This is an optimization exercise on Yosys and OpenROAD, whose aim is small area, not a production implementation. The RTL was checked by simulation tests, not by an equivalence proof against the original design. Power figures rest on the tool's default switching activity, not on a simulated workload.

### flow/design.v
module bmp280_spi_uart_v2005
#(
  parameter CLK_HZ = 50000,
  parameter BAUD   = 5000,
  parameter SCK_HZ = 12500
)(
  input  wire clk,
  input  wire rst_n,
  output wire spi_csn,
  output wire spi_sck,
  output wire spi_mosi,
  input  wire spi_miso,
  output wire uart_tx
);
  reg [6:0] g;                  
  wire [5:0] t = g[5:0];
  wire eow = (t == 6'd63);
  reg [6:0] pc;
  reg [7:0] j;
  reg first, f2;
  reg sp;
  wire [1:0] cls;
  wire [4:0] xs;
  wire [3:0] ys;
  wire [3:0] ki;
  wire [2:0] msrc;
  wire [3:0] jc;
  wire [1:0] jend;
  wire mmul;
  wire fsub;
  wire clr;
  wire mdiv;
  wire mdve;
  wire md10;
  wire conv;
  wire isT;
  wire [1:0] subm;
  wire dA;
  wire dB;
  wire dC;
  wire dD;
  wire whi;
  wire bsx;
  wire xinv;
  wire ltsign;
  wire lnz;
  wire ldsign;
  wire nzg;
  wire [7:0] chr;
  wire [1:0] ctype;
  wire [2:0] spit;
  wire lastpc;
  assign cls[0] = (pc == 7'd1) | (pc == 7'd19) | (pc == 7'd28) | (pc == 7'd29) | (pc == 7'd30) | (pc == 7'd31) | (pc == 7'd32) | (pc == 7'd33) | (pc == 7'd35) | (pc == 7'd103);
  assign cls[1] = (pc == 7'd0) | (pc == 7'd2) | (pc == 7'd3) | (pc == 7'd4) | (pc == 7'd5) | (pc == 7'd6) | (pc == 7'd7) | (pc == 7'd8) | (pc == 7'd9) | (pc == 7'd10) | (pc == 7'd11) | (pc == 7'd12) | (pc == 7'd13) | (pc == 7'd14) | (pc == 7'd15) | (pc == 7'd16) | (pc == 7'd17) | (pc == 7'd18) | (pc == 7'd19) | (pc == 7'd20) | (pc == 7'd21) | (pc == 7'd22) | (pc == 7'd23) | (pc == 7'd24) | (pc == 7'd25) | (pc == 7'd26) | (pc == 7'd27) | (pc == 7'd28) | (pc == 7'd30) | (pc == 7'd31) | (pc == 7'd32) | (pc == 7'd35) | (pc == 7'd83) | (pc == 7'd84) | (pc == 7'd85) | (pc == 7'd86) | (pc == 7'd87) | (pc == 7'd88) | (pc == 7'd89) | (pc == 7'd90) | (pc == 7'd91) | (pc == 7'd92) | (pc == 7'd93) | (pc == 7'd94) | (pc == 7'd95) | (pc == 7'd96) | (pc == 7'd97) | (pc == 7'd98) | (pc == 7'd99) | (pc == 7'd100) | (pc == 7'd101) | (pc == 7'd102);
  assign xs[0] = (pc == 7'd37) | (pc == 7'd38) | (pc == 7'd42) | (pc == 7'd47) | (pc == 7'd48) | (pc == 7'd50) | (pc == 7'd54) | (pc == 7'd56) | (pc == 7'd62) | (pc == 7'd69) | (pc == 7'd71) | (pc == 7'd73) | (pc == 7'd76) | (pc == 7'd77) | (pc == 7'd78) | (pc == 7'd79) | (pc == 7'd82);
  assign xs[1] = (pc == 7'd40) | (pc == 7'd46) | (pc == 7'd47) | (pc == 7'd56) | (pc == 7'd69) | (pc == 7'd73) | (pc == 7'd75) | (pc == 7'd79) | (pc == 7'd82);
  assign xs[2] = (pc == 7'd36) | (pc == 7'd37) | (pc == 7'd40) | (pc == 7'd46) | (pc == 7'd47) | (pc == 7'd56) | (pc == 7'd60) | (pc == 7'd62) | (pc == 7'd64) | (pc == 7'd69) | (pc == 7'd81);
  assign xs[3] = (pc == 7'd44) | (pc == 7'd46) | (pc == 7'd47) | (pc == 7'd56) | (pc == 7'd62) | (pc == 7'd64) | (pc == 7'd73) | (pc == 7'd75) | (pc == 7'd78) | (pc == 7'd81);
  assign xs[4] = (pc == 7'd45) | (pc == 7'd48);
  assign ys[0] = (pc == 7'd19) | (pc == 7'd28) | (pc == 7'd30) | (pc == 7'd31) | (pc == 7'd32) | (pc == 7'd35) | (pc == 7'd36) | (pc == 7'd37) | (pc == 7'd38) | (pc == 7'd41) | (pc == 7'd43) | (pc == 7'd49) | (pc == 7'd51) | (pc == 7'd52) | (pc == 7'd54) | (pc == 7'd57) | (pc == 7'd61) | (pc == 7'd67) | (pc == 7'd68) | (pc == 7'd74) | (pc == 7'd76) | (pc == 7'd80);
  assign ys[1] = (pc == 7'd19) | (pc == 7'd28) | (pc == 7'd30) | (pc == 7'd31) | (pc == 7'd32) | (pc == 7'd35) | (pc == 7'd39) | (pc == 7'd44) | (pc == 7'd47) | (pc == 7'd53) | (pc == 7'd54) | (pc == 7'd55) | (pc == 7'd57) | (pc == 7'd59) | (pc == 7'd62) | (pc == 7'd63) | (pc == 7'd65) | (pc == 7'd67) | (pc == 7'd68) | (pc == 7'd70) | (pc == 7'd72) | (pc == 7'd74) | (pc == 7'd75) | (pc == 7'd76) | (pc == 7'd77);
  assign ys[2] = (pc == 7'd19) | (pc == 7'd28) | (pc == 7'd30) | (pc == 7'd31) | (pc == 7'd32) | (pc == 7'd35) | (pc == 7'd36) | (pc == 7'd37) | (pc == 7'd38) | (pc == 7'd43) | (pc == 7'd46) | (pc == 7'd51) | (pc == 7'd56) | (pc == 7'd58) | (pc == 7'd77);
  assign ys[3] = (pc == 7'd45) | (pc == 7'd60) | (pc == 7'd79) | (pc == 7'd82);
  assign ki[0] = (pc == 7'd39) | (pc == 7'd52) | (pc == 7'd59) | (pc == 7'd63) | (pc == 7'd72) | (pc == 7'd77);
  assign ki[1] = (pc == 7'd43) | (pc == 7'd51) | (pc == 7'd52) | (pc == 7'd63) | (pc == 7'd72) | (pc == 7'd74);
  assign ki[2] = (pc == 7'd51) | (pc == 7'd52) | (pc == 7'd59) | (pc == 7'd61);
  assign ki[3] = (pc == 7'd53) | (pc == 7'd55) | (pc == 7'd72) | (pc == 7'd74) | (pc == 7'd77);
  assign msrc[0] = (pc == 7'd39) | (pc == 7'd52) | (pc == 7'd53) | (pc == 7'd55) | (pc == 7'd59) | (pc == 7'd61) | (pc == 7'd63) | (pc == 7'd70) | (pc == 7'd72) | (pc == 7'd74);
  assign msrc[1] = (pc == 7'd39) | (pc == 7'd52) | (pc == 7'd53) | (pc == 7'd55) | (pc == 7'd59) | (pc == 7'd61) | (pc == 7'd63) | (pc == 7'd65) | (pc == 7'd72) | (pc == 7'd74);
  assign msrc[2] = (pc == 7'd57);
  assign jc[0] = (pc == 7'd0) | (pc == 7'd2) | (pc == 7'd3) | (pc == 7'd4) | (pc == 7'd5) | (pc == 7'd6) | (pc == 7'd7) | (pc == 7'd8) | (pc == 7'd9) | (pc == 7'd10) | (pc == 7'd11) | (pc == 7'd12) | (pc == 7'd13) | (pc == 7'd14) | (pc == 7'd15) | (pc == 7'd16) | (pc == 7'd17) | (pc == 7'd18) | (pc == 7'd19) | (pc == 7'd20) | (pc == 7'd21) | (pc == 7'd22) | (pc == 7'd23) | (pc == 7'd24) | (pc == 7'd25) | (pc == 7'd26) | (pc == 7'd27) | (pc == 7'd30) | (pc == 7'd31) | (pc == 7'd34) | (pc == 7'd40) | (pc == 7'd42) | (pc == 7'd48) | (pc == 7'd52) | (pc == 7'd54) | (pc == 7'd62) | (pc == 7'd81) | (pc == 7'd82) | (pc == 7'd83) | (pc == 7'd84) | (pc == 7'd85) | (pc == 7'd86) | (pc == 7'd87) | (pc == 7'd88) | (pc == 7'd89) | (pc == 7'd90) | (pc == 7'd91) | (pc == 7'd92) | (pc == 7'd93) | (pc == 7'd94) | (pc == 7'd95) | (pc == 7'd96) | (pc == 7'd97) | (pc == 7'd98) | (pc == 7'd99) | (pc == 7'd100) | (pc == 7'd101) | (pc == 7'd102);
  assign jc[1] = (pc == 7'd2) | (pc == 7'd3) | (pc == 7'd4) | (pc == 7'd5) | (pc == 7'd6) | (pc == 7'd7) | (pc == 7'd8) | (pc == 7'd9) | (pc == 7'd10) | (pc == 7'd11) | (pc == 7'd12) | (pc == 7'd13) | (pc == 7'd14) | (pc == 7'd15) | (pc == 7'd16) | (pc == 7'd17) | (pc == 7'd20) | (pc == 7'd21) | (pc == 7'd22) | (pc == 7'd23) | (pc == 7'd24) | (pc == 7'd25) | (pc == 7'd26) | (pc == 7'd29) | (pc == 7'd34) | (pc == 7'd38) | (pc == 7'd40) | (pc == 7'd52) | (pc == 7'd56) | (pc == 7'd58) | (pc == 7'd60) | (pc == 7'd62) | (pc == 7'd69) | (pc == 7'd71) | (pc == 7'd73) | (pc == 7'd78) | (pc == 7'd82) | (pc == 7'd83) | (pc == 7'd84) | (pc == 7'd85) | (pc == 7'd86) | (pc == 7'd87) | (pc == 7'd88) | (pc == 7'd89) | (pc == 7'd90) | (pc == 7'd91) | (pc == 7'd92) | (pc == 7'd93) | (pc == 7'd94) | (pc == 7'd95) | (pc == 7'd96) | (pc == 7'd97) | (pc == 7'd98) | (pc == 7'd99) | (pc == 7'd100) | (pc == 7'd101);
  assign jc[2] = (pc == 7'd0) | (pc == 7'd2) | (pc == 7'd3) | (pc == 7'd4) | (pc == 7'd5) | (pc == 7'd6) | (pc == 7'd7) | (pc == 7'd8) | (pc == 7'd9) | (pc == 7'd10) | (pc == 7'd11) | (pc == 7'd12) | (pc == 7'd13) | (pc == 7'd14) | (pc == 7'd15) | (pc == 7'd16) | (pc == 7'd17) | (pc == 7'd18) | (pc == 7'd19) | (pc == 7'd20) | (pc == 7'd21) | (pc == 7'd22) | (pc == 7'd23) | (pc == 7'd24) | (pc == 7'd25) | (pc == 7'd26) | (pc == 7'd27) | (pc == 7'd28) | (pc == 7'd29) | (pc == 7'd30) | (pc == 7'd31) | (pc == 7'd32) | (pc == 7'd38) | (pc == 7'd40) | (pc == 7'd52) | (pc == 7'd56) | (pc == 7'd58) | (pc == 7'd60) | (pc == 7'd62) | (pc == 7'd64) | (pc == 7'd71) | (pc == 7'd73) | (pc == 7'd83) | (pc == 7'd84) | (pc == 7'd85) | (pc == 7'd86) | (pc == 7'd87) | (pc == 7'd88) | (pc == 7'd89) | (pc == 7'd90) | (pc == 7'd91) | (pc == 7'd92) | (pc == 7'd93) | (pc == 7'd94) | (pc == 7'd95) | (pc == 7'd96) | (pc == 7'd97) | (pc == 7'd98) | (pc == 7'd99) | (pc == 7'd100) | (pc == 7'd101) | (pc == 7'd102);
  assign jc[3] = (pc == 7'd2) | (pc == 7'd3) | (pc == 7'd4) | (pc == 7'd5) | (pc == 7'd6) | (pc == 7'd7) | (pc == 7'd8) | (pc == 7'd9) | (pc == 7'd10) | (pc == 7'd11) | (pc == 7'd12) | (pc == 7'd13) | (pc == 7'd14) | (pc == 7'd15) | (pc == 7'd16) | (pc == 7'd17) | (pc == 7'd20) | (pc == 7'd21) | (pc == 7'd22) | (pc == 7'd23) | (pc == 7'd24) | (pc == 7'd25) | (pc == 7'd26) | (pc == 7'd29) | (pc == 7'd34) | (pc == 7'd42) | (pc == 7'd48) | (pc == 7'd51) | (pc == 7'd64) | (pc == 7'd69) | (pc == 7'd83) | (pc == 7'd84) | (pc == 7'd85) | (pc == 7'd86) | (pc == 7'd87) | (pc == 7'd88) | (pc == 7'd89) | (pc == 7'd90) | (pc == 7'd91) | (pc == 7'd92) | (pc == 7'd93) | (pc == 7'd94) | (pc == 7'd95) | (pc == 7'd96) | (pc == 7'd97) | (pc == 7'd98) | (pc == 7'd99) | (pc == 7'd100) | (pc == 7'd101) | (pc == 7'd102);
  assign jend[0] = (pc == 7'd53);
  assign jend[1] = (pc == 7'd43);
  assign mmul = (pc == 7'd39) | (pc == 7'd41) | (pc == 7'd43) | (pc == 7'd49) | (pc == 7'd52) | (pc == 7'd53) | (pc == 7'd55) | (pc == 7'd57) | (pc == 7'd59) | (pc == 7'd61) | (pc == 7'd63) | (pc == 7'd70) | (pc == 7'd72) | (pc == 7'd74);
  assign fsub = (pc == 7'd39) | (pc == 7'd41) | (pc == 7'd43) | (pc == 7'd49) | (pc == 7'd52) | (pc == 7'd53) | (pc == 7'd57) | (pc == 7'd59) | (pc == 7'd61) | (pc == 7'd63) | (pc == 7'd70) | (pc == 7'd72) | (pc == 7'd74);
  assign clr = (pc == 7'd39) | (pc == 7'd41) | (pc == 7'd43) | (pc == 7'd49) | (pc == 7'd57) | (pc == 7'd59) | (pc == 7'd61) | (pc == 7'd63) | (pc == 7'd65) | (pc == 7'd70) | (pc == 7'd72) | (pc == 7'd74);
  assign mdiv = (pc == 7'd65);
  assign mdve = (pc == 7'd66);
  assign md10 = (pc == 7'd79) | (pc == 7'd82);
  assign conv = (pc == 7'd78) | (pc == 7'd79) | (pc == 7'd81) | (pc == 7'd82);
  assign isT = (pc == 7'd82);
  assign subm[0] = (pc == 7'd36) | (pc == 7'd37) | (pc == 7'd38) | (pc == 7'd45) | (pc == 7'd56) | (pc == 7'd67) | (pc == 7'd79) | (pc == 7'd82);
  assign subm[1] = (pc == 7'd58) | (pc == 7'd67);
  assign dA = (pc == 7'd34) | (pc == 7'd37) | (pc == 7'd39) | (pc == 7'd41) | (pc == 7'd43) | (pc == 7'd44) | (pc == 7'd47) | (pc == 7'd49) | (pc == 7'd51) | (pc == 7'd52) | (pc == 7'd53) | (pc == 7'd54) | (pc == 7'd55) | (pc == 7'd57) | (pc == 7'd59) | (pc == 7'd61) | (pc == 7'd63) | (pc == 7'd65) | (pc == 7'd68) | (pc == 7'd70) | (pc == 7'd72) | (pc == 7'd74) | (pc == 7'd75) | (pc == 7'd76) | (pc == 7'd77) | (pc == 7'd78) | (pc == 7'd79) | (pc == 7'd80) | (pc == 7'd81) | (pc == 7'd82);
  assign dB = (pc == 7'd36) | (pc == 7'd42) | (pc == 7'd45) | (pc == 7'd48);
  assign dC = (pc == 7'd38) | (pc == 7'd40) | (pc == 7'd46) | (pc == 7'd50) | (pc == 7'd60) | (pc == 7'd62) | (pc == 7'd64) | (pc == 7'd69) | (pc == 7'd71) | (pc == 7'd73);
  assign dD = (pc == 7'd34) | (pc == 7'd56) | (pc == 7'd58) | (pc == 7'd67);
  assign whi = (pc == 7'd48);
  assign bsx = (pc == 7'd49) | (pc == 7'd52) | (pc == 7'd61);
  assign xinv = (pc == 7'd81);
  assign ltsign = (pc == 7'd47);
  assign lnz = (pc == 7'd64);
  assign ldsign = (pc == 7'd58);
  assign nzg = (pc == 7'd78);
  assign chr[0] = (pc == 7'd3) | (pc == 7'd9) | (pc == 7'd11) | (pc == 7'd17) | (pc == 7'd20) | (pc == 7'd22) | (pc == 7'd84) | (pc == 7'd85) | (pc == 7'd93) | (pc == 7'd101);
  assign chr[1] = (pc == 7'd2) | (pc == 7'd5) | (pc == 7'd9) | (pc == 7'd13) | (pc == 7'd14) | (pc == 7'd18) | (pc == 7'd27) | (pc == 7'd89) | (pc == 7'd102);
  assign chr[2] = (pc == 7'd3) | (pc == 7'd13) | (pc == 7'd17) | (pc == 7'd21) | (pc == 7'd22) | (pc == 7'd83) | (pc == 7'd84) | (pc == 7'd85) | (pc == 7'd89) | (pc == 7'd93) | (pc == 7'd101);
  assign chr[3] = (pc == 7'd3) | (pc == 7'd6) | (pc == 7'd11) | (pc == 7'd18) | (pc == 7'd20) | (pc == 7'd22) | (pc == 7'd24) | (pc == 7'd27) | (pc == 7'd84) | (pc == 7'd85) | (pc == 7'd89) | (pc == 7'd93) | (pc == 7'd101) | (pc == 7'd102);
  assign chr[4] = (pc == 7'd4) | (pc == 7'd5) | (pc == 7'd6) | (pc == 7'd7) | (pc == 7'd9) | (pc == 7'd10) | (pc == 7'd13) | (pc == 7'd14) | (pc == 7'd15) | (pc == 7'd16) | (pc == 7'd17) | (pc == 7'd22) | (pc == 7'd23) | (pc == 7'd24) | (pc == 7'd83) | (pc == 7'd84) | (pc == 7'd92) | (pc == 7'd93) | (pc == 7'd100);
  assign chr[5] = (pc == 7'd5) | (pc == 7'd6) | (pc == 7'd7) | (pc == 7'd8) | (pc == 7'd12) | (pc == 7'd13) | (pc == 7'd14) | (pc == 7'd15) | (pc == 7'd16) | (pc == 7'd17) | (pc == 7'd22) | (pc == 7'd23) | (pc == 7'd24) | (pc == 7'd84) | (pc == 7'd85) | (pc == 7'd89) | (pc == 7'd91) | (pc == 7'd93);
  assign chr[6] = (pc == 7'd2) | (pc == 7'd3) | (pc == 7'd4) | (pc == 7'd9) | (pc == 7'd10) | (pc == 7'd11) | (pc == 7'd13) | (pc == 7'd20) | (pc == 7'd21) | (pc == 7'd24) | (pc == 7'd83) | (pc == 7'd92) | (pc == 7'd100);
  assign chr[7] = 1'b0;
  assign ctype[0] = (pc == 7'd85) | (pc == 7'd86) | (pc == 7'd87) | (pc == 7'd88) | (pc == 7'd90) | (pc == 7'd94) | (pc == 7'd95) | (pc == 7'd96) | (pc == 7'd97) | (pc == 7'd98) | (pc == 7'd99);
  assign ctype[1] = (pc == 7'd25) | (pc == 7'd26) | (pc == 7'd85);
  assign spit[0] = (pc == 7'd28) | (pc == 7'd31) | (pc == 7'd35);
  assign spit[1] = (pc == 7'd30) | (pc == 7'd31);
  assign spit[2] = (pc == 7'd32) | (pc == 7'd35);
  assign lastpc = (pc == 7'd103);
  wire cbit = ((pc == 7'd45) & ((t == 6'd10) | (t == 6'd12) | (t == 6'd13) | (t == 6'd14) | (t == 6'd15) | (t == 6'd16))) | ((pc == 7'd47) & ((t == 6'd7))) | ((pc == 7'd56) & ((t == 6'd51))) | ((pc == 7'd60) & ((t == 6'd47)));
  reg [7:0] jsn;
  always @* case (jc)
    4'd0: jsn = 8'd0;
    4'd1: jsn = 8'd3;
    4'd2: jsn = 8'd5;
    4'd3: jsn = 8'd11;
    4'd4: jsn = 8'd12;
    4'd5: jsn = 8'd15;
    4'd6: jsn = 8'd16;
    4'd7: jsn = 8'd17;
    4'd8: jsn = 8'd18;
    4'd9: jsn = 8'd33;
    4'd10: jsn = 8'd52;
    4'd11: jsn = 8'd55;
    4'd12: jsn = 8'd64;
    4'd13: jsn = 8'd75;
    4'd14: jsn = 8'd199;
    default: jsn = j;    
  endcase
  reg [63:0] A, B, C, D;
  reg [191:0] KR;               
  reg Aprev, sxf, ks, mcap, m, cy, q1, q2, c5, rsign, dsign, tsign, nz, z0;
  reg [2:0] r5;
  reg [3:0] dg;
  wire isALU  = (cls == 2'd0);
  wire isCHAR = (cls == 2'd2);
  wire isSPI  = (cls == 2'd3);
  wire raw    = (spit == 3'd5);
  wire bitend = raw ? eow : (t[4:0] == 5'd31);
  wire sbits  = isSPI & ~sp;
  assign spi_csn = ~sbits;
  assign spi_sck = sbits & (raw ? t[5] : t[4]);
  reg [7:0] cmdb, datb; reg [4:0] cmdpos;
  always @* begin
    case (spit)
      3'd0: begin cmdb = 8'hD0; datb = 8'h00; cmdpos = 5'd1;  end
      3'd1: begin cmdb = 8'h60; datb = 8'hB6; cmdpos = 5'd1;  end
      3'd2: begin cmdb = 8'h88; datb = 8'h00; cmdpos = 5'd24; end
      3'd3: begin cmdb = 8'h74; datb = 8'h27; cmdpos = 5'd1;  end
      3'd4: begin cmdb = 8'h75; datb = 8'h00; cmdpos = 5'd1;  end
      default: begin cmdb = 8'hF7; datb = 8'h00; cmdpos = 5'd6; end
    endcase
  end
  assign spi_mosi = (j[7:3] == cmdpos) ? cmdb[j[2:0]] : ((j[7:3] == 5'd0) ? datb[j[2:0]] : 1'b0);
  wire calw = sbits & ((spit == 3'd0) | (spit == 3'd2)) & ~(j[7] & j[6]) & t[4] & (t[3:0] == {~j[3], j[2:0]});
  wire rawt = sbits & raw & (t == j[5:0]);
  wire rawA = rawt & (j[7:3] < 5'd3);
  wire rawD = rawt & ((j[7:3] == 5'd5) | (j[7:3] == 5'd4) | ((j[7:3] == 5'd3) & j[2]));
  wire last = (j == ((jend == 2'd1) ? 8'd3 : (jend == 2'd2) ? 8'd12 : 8'd0));
  reg adv;
  always @* begin
    adv = 1'b0;
    case (cls)
      2'd0, 2'd1: adv = eow & last;
      2'd2: adv = (g == 7'd127);
      default: adv = sp & (g == 7'd127);
    endcase
  end
  always @(posedge clk or negedge rst_n) begin
    if (!rst_n) begin
      g <= 7'd0; pc <= 7'd0;
    end else begin
      g <= g + 7'd1;
      if (adv) pc <= lastpc ? 7'd34 : pc + 7'd1;
    end
  end
  always @(posedge clk) begin : seq
      case (cls)
        2'd0, 2'd1: if (eow & ~last) j <= j - 8'd1;
        2'd2: if ((g == 7'd63) & (ctype[1] ^ ctype[0])) j <= j - 8'd1;    
        default:
          if (!sp) begin
            if (bitend) begin if (j == 8'd0) sp <= 1'b1; else j <= j - 8'd1; end
          end
      endcase
      if (adv) begin
        j <= jsn; first <= 1'b1; f2 <= 1'b0; sp <= 1'b0;
      end else if (eow) begin first <= 1'b0; f2 <= first; end
  end
  wire [11:0] kout;
  genvar gi;
  generate for (gi = 0; gi < 12; gi = gi + 1) begin : kr
    assign kout[gi] = KR[16*gi+15];
    wire we = calw & (j[7:4] == (4'd11 - gi));
    always @(posedge clk) KR[16*gi +: 16] <= {KR[16*gi +: 15], we ? spi_miso : KR[16*gi+15]};
  end endgenerate
  wire ko  = kout[ki];
  wire ksg = (ki != 4'd0) & (ki != 4'd3);      
  wire lo16 = (t[5:4] == 2'b00);
  wire kst = lo16 ? ko : (ksg & ks);
  wire muldiv = mmul | mdiv;
  wire [4:0] xe = muldiv ? ((f2 & clr) ? 5'd0 : 5'd2) : xs;
  wire setup = muldiv & first;           
  reg xr, xm;
  always @* begin
    case (xe)
      5'd1:  xr = A[63];
      5'd2:  xr = (t == 6'd0) ? (mdiv & m) : Aprev;
      5'd3:  xr = A[62];
      5'd4:  xr = A[55];
      5'd5:  xr = A[56];
      5'd6:  xr = A[52];
      5'd7:  xr = A[50];
      5'd8:  xr = A[49];
      5'd9:  xr = A[47];
      5'd10: xr = A[44];
      5'd11: xr = A[38];
      5'd12: xr = A[30];
      5'd13: xr = A[11];
      5'd14: xr = A[1];
      5'd15: xr = cbit;
      5'd16: xr = (t[5] == 1'b0) ? A[63] : sxf;
      5'd17: xr = A[24];
      default: xr = 1'b0;
    endcase
    case (xe)
      5'd3:  xm = (t == 6'd63);
      5'd4:  xm = (t >= 6'd56);
      5'd7:  xm = (t >= 6'd51);
      5'd9:  xm = t[5] | ~nz;
      5'd10: xm = (t >= 6'd45);
      5'd11: xm = (t >= 6'd39);
      5'd12: xm = (t >= 6'd31);
      5'd13: xm = (t < 6'd12);
      5'd14: xm = (t < 6'd2);
      default: xm = 1'b0;
    endcase
  end
  wire xiv = xinv & tsign;
  wire X = (xr ^ xiv) & ~xm;
  wire dgs = (t == 6'd0) ? dg[1] : (t == 6'd1) ? dg[2] : (t == 6'd2) ? dg[3] : 1'b0;
  reg yr;
  always @* case (ys)
    4'd1: yr = (bsx & (t > 6'd32)) ? sxf : B[63];
    4'd2: yr = C[63];
    4'd3: yr = D[63];
    4'd4: yr = A[63];
    4'd5: yr = kst;
    4'd6: yr = (t < 6'd12) ? 1'b0 : (t < 6'd28) ? KR[16*9+11] : ks;
    4'd7: yr = spi_miso;
    4'd8: yr = md10 ? dgs : cbit;
    default: yr = 1'b0;
  endcase
  reg sub;
  always @* begin
    if (mmul) sub = f2 & fsub;
    else if (mdiv) sub = f2 | ~rsign;
    else case (subm) 2'd1: sub = 1'b1; 2'd2: sub = rsign; 2'd3: sub = dsign; default: sub = 1'b0; endcase
  end
  wire yg  = mmul ? (yr & m) : yr;
  wire Y   = yg ^ sub;
  wire cin = (t == 6'd0) ? (sub | xiv) : cy;
  wire Z   = X ^ Y ^ cin;
  wire q   = Z ^ q2 ^ c5;
  wire W   = md10 ? q : Z;
  wire [2:0] msel = msrc;
  wire [7:0] jn = j - 8'd1;
  reg mbit;
  wire c3125 = (t == 6'd0) | (t == 6'd2) | (t == 6'd4) | (t == 6'd5) | (t == 6'd10) | (t == 6'd11);
  always @* case (msel)
    3'd0: mbit = B[63]; 3'd1: mbit = C[63]; 3'd2: mbit = D[63]; 3'd3: mbit = kst; default: mbit = c3125;
  endcase
  wire capt = (t == jn[5:0]);
  wire digst = isALU & md10 & (t[5:2] == (isT ? {2'b10, ~j[1:0]} : {1'b0, ~j[2:0]}));
  wire qwr   = isALU & ((mdiv & ~first & ~f2 & (t == j[5:0] + 6'd1)) | (mdve & (t == 6'd0)));
  wire weA = (isALU & dA & ~setup) | rawA;
  wire weB = (isALU & dB & (~whi | (t > 6'd32))) | digst;
  wire weC = isALU & dC;
  wire weD = (isALU & dD) | rawD | qwr;
  always @(posedge clk) begin
    A  <= {A[62:0], weA ? W : A[63]};
    B  <= {B[62:0], weB ? (digst ? dg[t[1:0]] : W) : B[63]};
    C  <= {C[62:0], weC ? W : C[63]};
    D  <= {D[62:0], weD ? (qwr ? ~rsign : W) : D[63]};
  end
  reg [2:0] r5n; reg [2:0] wt;
  wire [3:0] r5s = {1'b0, r5} + {1'b0, wt};
  always @* begin
    case (t[1:0]) 2'd0: wt = 3'd1; 2'd1: wt = 3'd2; 2'd2: wt = 3'd4; default: wt = 3'd3; endcase
    if (t == 6'd0) r5n = {2'b00, W};
    else if (!W) r5n = r5;
    else r5n = r5s[3:0] >= 4'd5 ? r5s - 4'd5 : r5s[2:0];
  end
  wire [3:0] crt = (r5[0] == z0) ? {1'b0, r5} : ({1'b0, r5} + 4'd5);
  always @(posedge clk) begin
    Aprev <= A[63];
    cy <= (X & Y) | (X & cin) | (Y & cin);
    if (eow) begin q1 <= 1'b0; q2 <= 1'b0; c5 <= 1'b0; end
    else begin q1 <= q; q2 <= q1; c5 <= (q & q2) | (q & c5) | (q2 & c5); end
    if (bsx ? (t == 6'd32) : (t == 6'd31)) sxf <= bsx ? B[63] : A[63];
    if (t == 6'd15) ks <= ko;
    if (capt) mcap <= mbit;
    if (eow) m <= (jn[5:0] == 6'd63) ? mbit : mcap;
    if (eow) rsign <= W;
    if (isALU & ldsign & (t == 6'd0)) dsign <= rsign;
    if (isALU & ltsign & (t == 6'd39)) tsign <= W;
    if (isALU & lnz) nz <= (t == 6'd0) ? W : (nz | W);
    r5 <= r5n;
    if (t == 6'd0) z0 <= W;
    if (isALU & conv & eow) dg <= crt;
    else if (isCHAR & g[6] & (t[5:2] == j[3:0])) dg <= {(j[3:2] == 2'b11) ? kout[11] : B[63], dg[3:1]};
  end
  reg [2:0] bidx;
  always @* begin
    if (g < 7'd24) bidx = 3'd0;
    else if (g < 7'd35) bidx = 3'd1;
    else if (g < 7'd46) bidx = 3'd2;
    else if (g < 7'd57) bidx = 3'd3;
    else if (g < 7'd68) bidx = 3'd4;
    else if (g < 7'd79) bidx = 3'd5;
    else if (g < 7'd90) bidx = 3'd6;
    else bidx = 3'd7;
  end
  wire hexa = dg[3] & (dg[2] | dg[1]);
  wire [7:0] chv = (ctype == 2'd1 || (ctype == 2'd2 && !hexa)) ? {4'h3, dg} :
                   (ctype == 2'd2) ? {4'h4, dg + 4'd7} : chr;
  wire emit = isCHAR & ~((ctype == 2'd3) & ~tsign) & (pc != 7'd0);
  wire ustart = (g < 7'd13);
  wire ustop  = (g >= 7'd101);
  assign uart_tx = ~emit | (~ustart & (ustop | chv[bidx]));
endmodule
### flow/flow/run.sh
#!/bin/bash
# Own layout flow:
#  1. the standard synthesis (standard.sh synth), unchanged;
#  2. its combinational logic re-mapped for area with a stronger ABC script
#     (resynth.ys, opt.abc); every register instance is kept as it is, same
#     name and cell;
#  3. the standard layout from that netlist, with clock tree synthesis
#     using clkbuf_4 clusters and no dummy loads.
# Each tool's output goes to a log file of its own in this folder.
set -euo pipefail
W=$PWD
R=$W/orfs/results/$FLOW_PLATFORM/bmp280_spi_uart_v2005/base
L=$W/orfs/logs/$FLOW_PLATFORM/bmp280_spi_uart_v2005/base
bash standard.sh synth > log_1_standard_synth.txt 2>&1
cp "$R/1_2_yosys.v" "$W/synth_standard.v"
LIB=$FLOW_HOME/platforms/$FLOW_PLATFORM/lib/sky130_fd_sc_hd__tt_025C_1v80.lib
DU=$(grep -o -- '-dont_use [A-Za-z0-9_]*' "$L/1_2_yosys.log" | sort -u | tr '\n' ' ')
YOSYS=$FLOW_HOME/../tools/install/yosys/bin/yosys
[ -x "$YOSYS" ] || YOSYS=yosys
sed -e "s|@LIB@|$LIB|g" -e "s|@DU@|$DU|g" -e "s|@IN@|$W/synth_standard.v|g" \
    -e "s|@OUT@|$W/synth_resynth.v|g" -e "s|@ABC@|$W/flow/opt.abc|g" -e "s|@TOP@|$FLOW_TOP|g" \
    flow/resynth.ys > "$W/resynth_run.ys"
"$YOSYS" -s "$W/resynth_run.ys" > log_2_resynth.txt 2>&1
cp "$W/synth_resynth.v" "$R/1_2_yosys.v"
rm -f "$R/1_synth.odb" "$R/1_synth.sdc"
bash standard.sh "CTS_ARGS=-sink_clustering_enable -repair_clock_nets -dont_use_dummy_load -buf_list {sky130_fd_sc_hd__clkbuf_4 sky130_fd_sc_hd__clkbuf_8} -sink_clustering_size 16 -sink_clustering_max_diameter 50" finish > log_3_standard_layout.txt 2>&1
### flow/flow/opt.abc
&get -n
&deepsyn -T 60
&put
dch -f
amap
strash
dch -f
amap
topo
### flow/flow/resynth.ys
# Re-map the combinational logic of the standard synthesis netlist for area.
# Register cells are kept as hierarchy (not flattened), so every register
# instance keeps its name and cell type.
read_liberty -ignore_miss_func @LIB@
read_verilog @IN@
hierarchy -top @TOP@
setattr -mod -set keep_hierarchy 1 sky130_fd_sc_hd__df* sky130_fd_sc_hd__edf* sky130_fd_sc_hd__sdf* sky130_fd_sc_hd__dl* sky130_fd_sc_hd__conb*
flatten
opt_clean
abc -liberty @LIB@ @DU@ -script @ABC@
opt_clean -purge
splitnets
opt_clean -purge
hilomap -singleton -hicell sky130_fd_sc_hd__conb_1 HI -locell sky130_fd_sc_hd__conb_1 LO
select @TOP@
stat -liberty @LIB@
write_verilog -noattr -nohex -nodec -selected @OUT@
### flow/standard.sh
#!/bin/bash
# synth_recipe.tcl (not shown) runs the flow's synth.tcl, then flattens the netlist and writes it again
# the make line also repeats each setting of config.mk as NAME=value (left out here)
make -C /OpenROAD-flow-scripts/flow DESIGN_CONFIG=/design/flow/config.mk WORK_HOME=/design/flow/orfs CLKGATE_MAP_FILE= SYNTH_SCRIPT=/design/flow/synth_recipe.tcl "${@:-finish}"
### flow/config.mk
export PLATFORM = sky130hd
export DESIGN_NAME = bmp280_spi_uart_v2005
export DESIGN_NICKNAME = bmp280_spi_uart_v2005
export VERILOG_FILES = /design/flow/design.v
export SDC_FILE = /design/flow/constraint.sdc
export NUM_CORES = 8
export LEC_CHECK = 0
export ABC_AREA = 1
export CAP_MARGIN = 20
export CORE_MARGIN = 2
export CORE_UTILIZATION = 55
export GPL_TIMING_DRIVEN = 0
export PLACE_DENSITY = 0.7
export SLEW_MARGIN = 20
export SYNTH_MEMORY_MAX_BITS = 16384
### flow/constraint.sdc
create_clock -name core_clock -period 1000.0 [get_ports {clk}]
set_input_delay 200.0000 -clock core_clock [delete_from_list [all_inputs] [get_ports {clk}]]
set_output_delay 200.0000 -clock core_clock [all_outputs]
set_load 0.01 [all_outputs]
==> results.py, run 1 <==
metrics = {
    "outcome": {
        "run_status": "no timing/DRC/antenna violations",
    },
    "grt": {
        "overflow": 0,
        "grt_pass1_vias": 8851,
        "antenna_found_initial": 1,
        "grt_usage": 0.2607,
        "grt_pass1_wl_um": 51630,
        "grt_max_degree": 20,
    },
    "worst_setup_path": {
        "start_kind": "register",
        "crit_chain": "clkinv_1, nor2_1, clkinv_1, nor2_1, clkinv_1, nor2_1, clkinv_1, nor2_1, a21o_1, a311o_1, nand2b_1, o22ai_1, a2111o_1, a31oi_1, nor2_1, nor2_1, a31oi_1, o21ai_0, a31oi_1, nor2_1, o31ai_1, clkdlybuf4s50_1",
        "slowest_delay_ns": 0.87,
        "end_kind": "output pin",
        "worstPathRequired_ns": 800.00,
        "cpMostUsedCell": "nor2_1",
        "cp_slowest_cell": "dfrtp_1",
        "worstPathMaxFanout": 17,
        "critical_path_class": "reg -> out",
        "worstPathArrival_ns": 6.86,
    },
    "finish": {
        "syn2layout_area_growth_pct": 7.450,
        "stdcell_area_mm2": 0.01485,
        "ff_latch_area_mm2": 0.01018,
        "nets": 1286,
        "multiInputGateArea_mm2": 0.003243,
        "drive_gt1_frac": 0.03201,
        "fill_cells": 2076,
        "antenna_cells": 0,
    },
    "die": {
        "initial_core_util": 0.5553,
        "die_area_mm2": 0.02641,
        "row_count": 58,
        "core_mm2": 0.02489,
        "die-width_um": 162.5,
        "die_height_um": 162.5,
        "ios": 7,
    },
    "logic_synthesis": {
        "syn_area_mm2": 0.01382,
        "synth_fp_nets": 1238,
        "yosysWarnings": 1,
        "synthCells": 1235,
        "syn_avg_cell_area_um2": 11.19,
    },
    "cts": {
        "tritoncts": "done",
        "clk_pin_slew_ns": 0.08,
        "clock_latency_ns": 0.58,
        "cts.sinks": 494,
        "cts_made_buffers": 40,
        "cts_root_buf": "clkbuf_8",
        "clock_path_buffers": 3,
        "cts_setup_buffers": 0,
        "cts_resized": 0,
        "cts_max_level": 2,
        "cts_hold_buf": 0,
    },
    "timing": {
        "clock.fmax_ghz": 0.004834,
        "setup_violations": 0,
        "worst_pin_slew_ns": 1.029,
        "period_minus_slack_ns": 206.86,
        "tns_ns": 0,
        "period_share": 0.2069,
        "final_max_slew_viol_count": 0,
        "final_hold_viol_count": 0,
        "final.setup_skew_ns": 0.08152,
        "slew_headroom": 0.3067,
        "rsz0062_at_grt": "false",
    },
    "placed_design": {
        "port_buffers": 6,
        "place_area_mm2": 0.01430,
        "gp_congestion": 0.9898,
        "place_hpwl_um": 24410,
    },
    "power": {
        "comb_power_share": 0.001,
        "p_int_uw": 23.38,
        "p_clk_frac": 0.314,
        "peakVddDrop_mv": 0.001790,
        "seq_power_share": 0.685,
        "p_per_area_mw_per_mm2": 1.945,
        "leakage_nw": 5.521,
        "p_switching_uw": 5.498,
        "swShare": 0.1904,
    },
    "min_path": {
        "hold_path_class": "reg -> reg",
    },
    "routing": {
        "drc": 0,
        "dr.pass1.iters": 5,
        "final_antenna_net_count": 0,
        "vias": 9021,
        "avgViaCountPerCell": 5.600,
        "drt_iter0_drc": 774,
        "wl_um": 33630,
        "wl_per_cell_um": 20.88,
    },
    "flow_run": {
        "drv_cap": 0,
    },
}
[cell type report]
| type | count | area share |
|---|---|---|
| sequential | 494 | 0.6854 |
| multi-input combinational | 633 | 0.2184 |
| clock buffer | 40 | 0.03707 |
| tap | 330 | 0.02780 |
| inverter | 108 | 0.02730 |
| timing repair buffer | 6 | 0.004044 |
[layout by cell type (no fill, tap or decap), types with 4 or more instances in the layout]
cell type        count
clkinv_1           108
a21oi_1             54
dfxtp_1            458
a31o_1               4
o32ai_1              4
nor3_1              41
nand2_1             70
o21ai_0             79
clkbuf_8            40
clkdlybuf4s50_1      6
a22oi_1              6
a2111oi_0            4
nand3_1             12
o31ai_1              6
o21a_1              13
or4_1                4
or2_0               10
nor2b_1              4
a31oi_1             18
dfrtp_1             14
o32a_1               4
a221oi_1             7
edfxtp_1            22
nor4_1               9
or3_1                8
nor2_1             203
o22ai_1             31
o311ai_0             4
[metal layers]
metal  vias up  part of all wire  global-route usage
met2       382              0.44              0.4139
met5         -           0.00030                   0
met4         2             0.045              0.1154
li1       4288                 -                   -
met1      4251              0.45              0.3523
met3        98             0.065             0.04686
[sequential cells by signal, summed over array words and instances (netlist names), 3 cells and up, named ones only]
name / flops
g: 7
j: 8
KR: 192
dg: 4
C: 64
A: 64
pc: 7
D: 64
r5: 3
B: 64
[power by group through the flow]
stage	clock, mW	sequential (mW)	combinational [mW]
finish	0.00906	0.0198	0.0000346
global route	0.0101	0.0198	0.0000376
CTS	0.00938	0.0198	0.0000344
detailed placement	0	0.0202	0.0000342
global placement	0	0.0202	0.0000339
floorplan	0	0.0202	0.00000531
[final timing paths]
path | start | end | slack, ns | cells past startpoint
max reg2reg | pc[1] | r5[2] | 992.01 | 24
max in group asynchronous | rst_n | g[1] | 799.38 | 1
min | A[37] | A[38] | 0.28 | 0
min in group asynchronous | rst_n | pc[6] | 199.96 | 1
min reg2reg | A[37] | A[38] | 0.28 | 0
max | pc[1] | uart_tx | 793.14 | 22
[metrics by stage]
stage | instances | worst slack (ns) | hold slack (ns) | utilization | total power, mW
global placement | 1571 | 793.74 | 0.3110 | 0.5743 | 0.02028
global route | 1611 | 792.71 | 0.2701 | 0.5967 | 0.02990
finish | 1611 | 793.14 | 0.2782 | 0.5967 | 0.02888
floorplan | 1235 | 796.39 | 0.3096 | - | 0.02025
CTS | 1611 | 793.32 | 0.2732 | 0.5964 | 0.02920
detailed placement | 1571 | 793.95 | 0.3121 | 0.5743 | 0.02028
[critical path: cells and delay by family (launching register included)]
| kind | cells | cell delay [ns] |
|---|---|---|
| DFF | 1 | 0.87 |
| and+or+nand+nor | 8 | 1.71 |
| AOI/OAI and AO/OA | 9 | 1.76 |
| buffers and inverters | 5 | 1.93 |
==> run 2: changes to the inputs <==
--- a/flow/flow/run.sh
+++ b/flow/flow/run.sh
@@ -23,4 +23,4 @@
 "$YOSYS" -s "$W/resynth_run.ys" > log_2_resynth.txt 2>&1
 cp "$W/synth_resynth.v" "$R/1_2_yosys.v"
 rm -f "$R/1_synth.odb" "$R/1_synth.sdc"
-bash standard.sh "CTS_ARGS=-sink_clustering_enable -repair_clock_nets -dont_use_dummy_load -buf_list {sky130_fd_sc_hd__clkbuf_4 sky130_fd_sc_hd__clkbuf_8} -sink_clustering_size 16 -sink_clustering_max_diameter 50" finish > log_3_standard_layout.txt 2>&1
+bash standard.sh "CTS_ARGS=-sink_clustering_enable -repair_clock_nets -dont_use_dummy_load -buf_list sky130_fd_sc_hd__clkbuf_4 -sink_clustering_size 10 -sink_clustering_max_diameter 35" finish > log_3_standard_layout.txt 2>&1
==> run 2 against run 1 <==
Register-to-register slack improved by 0.13 ns. Fmax about the same. Highest routed layer is now met4. Global-route usage about the same. Sequential share of layout area increased by 0.45 points. Sequential cell count unchanged. Utilization decreased by 0.39 points. Non-clock buffer count unchanged. Via count increased by 1.1%. First-iteration DRC count decreased by 1.6%. Critical path depth unchanged. Die area unchanged. Clock skew decreased by 0.031 ns.
==> results.py, run 2 <==
metrics = {
    "logic_synthesis": {
        "yosysWarnings": 1,
        "syn_area_mm2": 0.01382,
        "synthCells": 1235,
        "syn_avg_cell_area_um2": 11.19,
        "synth_fp_nets": 1238,
    },
    "worst_setup_path": {
        "r2r_cells": 24,
        "worstPathRequired_ns": 800.00,
        "cp_num_cells": 22,
        "reg2reg_slack_ns": 992.14,
        "slowest_delay_ns": 0.87,
        "critical_path_class": "reg -> out",
        "crit_chain": "clkinv_1, nor2_1, clkinv_1, nor2_1, clkinv_1, nor2_1, clkinv_1, nor2_1, a21o_1, a311o_1, nand2b_1, o22ai_1, a2111o_1, a31oi_1, nor2_1, nor2_1, a31oi_1, o21ai_0, a31oi_1, nor2_1, o31ai_1, clkdlybuf4s50_1",
        "cp_num_buf_inv": 5,
        "cp_slowest_cell": "dfrtp_1",
        "worstPathArrival_ns": 6.98,
        "end_kind": "output pin",
        "worstPathMaxFanout": 17,
        "start_kind": "register",
        "crit_family": "buffers and inverters",
        "cpMostUsedCell": "nor2_1",
    },
    "routing": {
        "vias": 9123,
        "wl_um": 33490,
        "drc": 0,
        "dr.pass1.iters": 5,
        "avgViaCountPerCell": 5.583,
        "drt_iter0_drc": 762,
        "wl_per_cell_um": 20.50,
        "final_antenna_net_count": 0,
    },
    "cts": {
        "cts_max_level": 2,
        "cts_made_buffers": 59,
        "cts_hold_buf": 0,
        "cts_root_buf": "clkbuf_4",
        "tritoncts": "done",
        "cts_resized": 0,
        "clock_path_buffers": 3,
        "clk_pin_slew_ns": 0.09,
        "clock_latency_ns": 0.71,
        "cts_setup_buffers": 0,
        "cts.sinks": 494,
    },
    "finish": {
        "final_common_cell": "dfxtp_1",
        "stdcell_area_mm2": 0.01475,
        "largest-register": "KR",
        "nets": 1305,
        "syn2layout_area_growth_pct": 6.744,
        "instances_no_fill": 1634,
        "drive_gt1_frac": 0.04615,
        "final_cell_mix": "dfxtp_1, nor2_1, clkinv_1, o21ai_0, nand2_1",
        "finish.utilization": 0.5927,
        "largest_register_ff_count": 192,
    },
    "timing": {
        "worst_pin_slew_ns": 1.029,
        "period_minus_slack_ns": 206.98,
        "slew_headroom": 0.3065,
        "rsz0062_at_grt": "false",
        "final_max_slew_viol_count": 0,
        "period_share": 0.2070,
        "final_hold_viol_count": 0,
        "clock.fmax_ghz": 0.004831,
        "hold_ws_ns": 0.2906,
        "final.setup_skew_ns": 0.05015,
        "worst_slack_ns": 793.03,
        "setup_violations": 0,
        "tns_ns": 0,
    },
    "grt": {
        "grt_pass1_wl_um": 51720,
        "antenna_found_initial": 1,
        "grt_pass1_vias": 9031,
        "grt_usage": 0.2606,
        "grt_max_degree": 20,
        "overflow": 0,
    },
    "die": {
        "die-width_um": 162.5,
        "die_area_mm2": 0.02641,
        "initial_core_util": 0.5553,
        "core_mm2": 0.02489,
        "ios": 7,
        "row_count": 58,
        "die_height_um": 162.5,
    },
    "power": {
        "leakage_nw": 5.505,
        "finalPower_uw": 27.96,
        "peakVddDrop_mv": 0.001965,
        "p_per_area_mw_per_mm2": 1.895,
    },
    "min_path": {
        "hold_path_class": "reg -> reg",
        "hold_path_depth": 0,
    },
    "placed_design": {
        "place_area_mm2": 0.01430,
        "place_hpwl_um": 24410,
        "numPlacedInstances": 1571,
        "gp_congestion": 0.9898,
        "place_worst_setup_slack_ns": 793.95,
        "port_buffers": 6,
    },
    "outcome": {
        "run_status": "no timing/DRC/antenna violations",
    },
    "flow_run": {
        "drv_cap": 0,
    },
}
==> run 2: per-layer routing <==
layer | vias up | GRT usage | routed length, µm | part of all wire
met4 | 0 | 0.1344 | 1720 | 0.051
li1 | 4373 | - | - | -
met1 | 4265 | 0.3507 | 14740 | 0.44
met5 | - | 0 | 0 | 0
met3 | 96 | 0.05067 | 2261 | 0.068
met2 | 389 | 0.4035 | 14770 | 0.44
==> run 2: final timing paths <==
| kind | startpoint | end |
|---|---|---|
| min | A[59] | A[60] |
| min reg2reg | A[59] | A[60] |
| max in group asynchronous | rst_n | g[1] |
| max | pc[1] | uart_tx |
| max reg2reg | pc[1] | r5[2] |
| min in group asynchronous | rst_n | g[0] |
==> run 2: report_power, final <==
group	leakage (nW)	internal (mW)	total [mW]	switching [mW]
clock network	0.271	0.00270	0.00814	0.00544
logic	1.16	0.00000823	0.0000351	0.0000257
registers	4.07	0.0198	0.0198	0
total	5.51	0.0225	0.0280	0.00546
==> run 2: cell type report <==
cell class | count | area (µm²)
well taps | 330 | 412.9
diodes | 4 | 10.01
multi-input cells | 633 | 3243
clock buffers | 59 | 442.9
flip-flops and latches | 494 | 10180
fillers | 2095 | 10140
repair buffers | 6 | 60.06
inverters | 108 | 405.4
==> run 2: worst register-to-register path, stage by stage (launching register included) <==
cell	delay, ns
dfrtp_1	0.87
clkinv_1	0.78
nor2_1	0.64
clkinv_1	0.35
o21ai_0	0.38
clkinv_1	0.20
a41o_1	0.29
or2_0	0.29
or3_1	0.42
or2_0	0.25
nor2_1	0.15
nor2_1	0.06
a2111oi_0	0.67
nor2_1	0.11
a21oi_1	0.18
nand2_1	0.07
o21ai_0	0.12
clkinv_1	0.15
nor2b_1	0.18
nor2_1	0.10
a21oi_1	0.52
clkinv_1	0.52
nand2_1	0.23
nand2_1	0.06
a32o_1	0.21

[afterwards: timing with drivers on the ports]
The flow's constraints put no driver on any port. The routed layouts listed below were extracted and timed again, unchanged, in two steps. Step 1: set_driving_cell puts a clkbuf_16 on clk and a buf_2 on each other input, an assumption about the parent block. Step 2 moves the port delays by t, midway between the first and last clock arrival at a register: inputs arrive t later, outputs are due t later. That takes back most of the time a late clock gives input paths. a / b / c = no drivers / after step 1 / after step 2; a / b = the first two.
run	t, ns	setup slack, ns	clock arrival spread, ns	slew at the worst register clock pin (ns)	pins driven straight from the clock port
run 1	0.585	793.139 / 793.095 / 793.680	0.083 / 0.082	0.09 / 0.09	1
run 2	0.726	793.025 / 792.979 / 793.705	0.051 / 0.051	0.10 / 0.10	1
After both steps setup and hold are still met in every run listed.
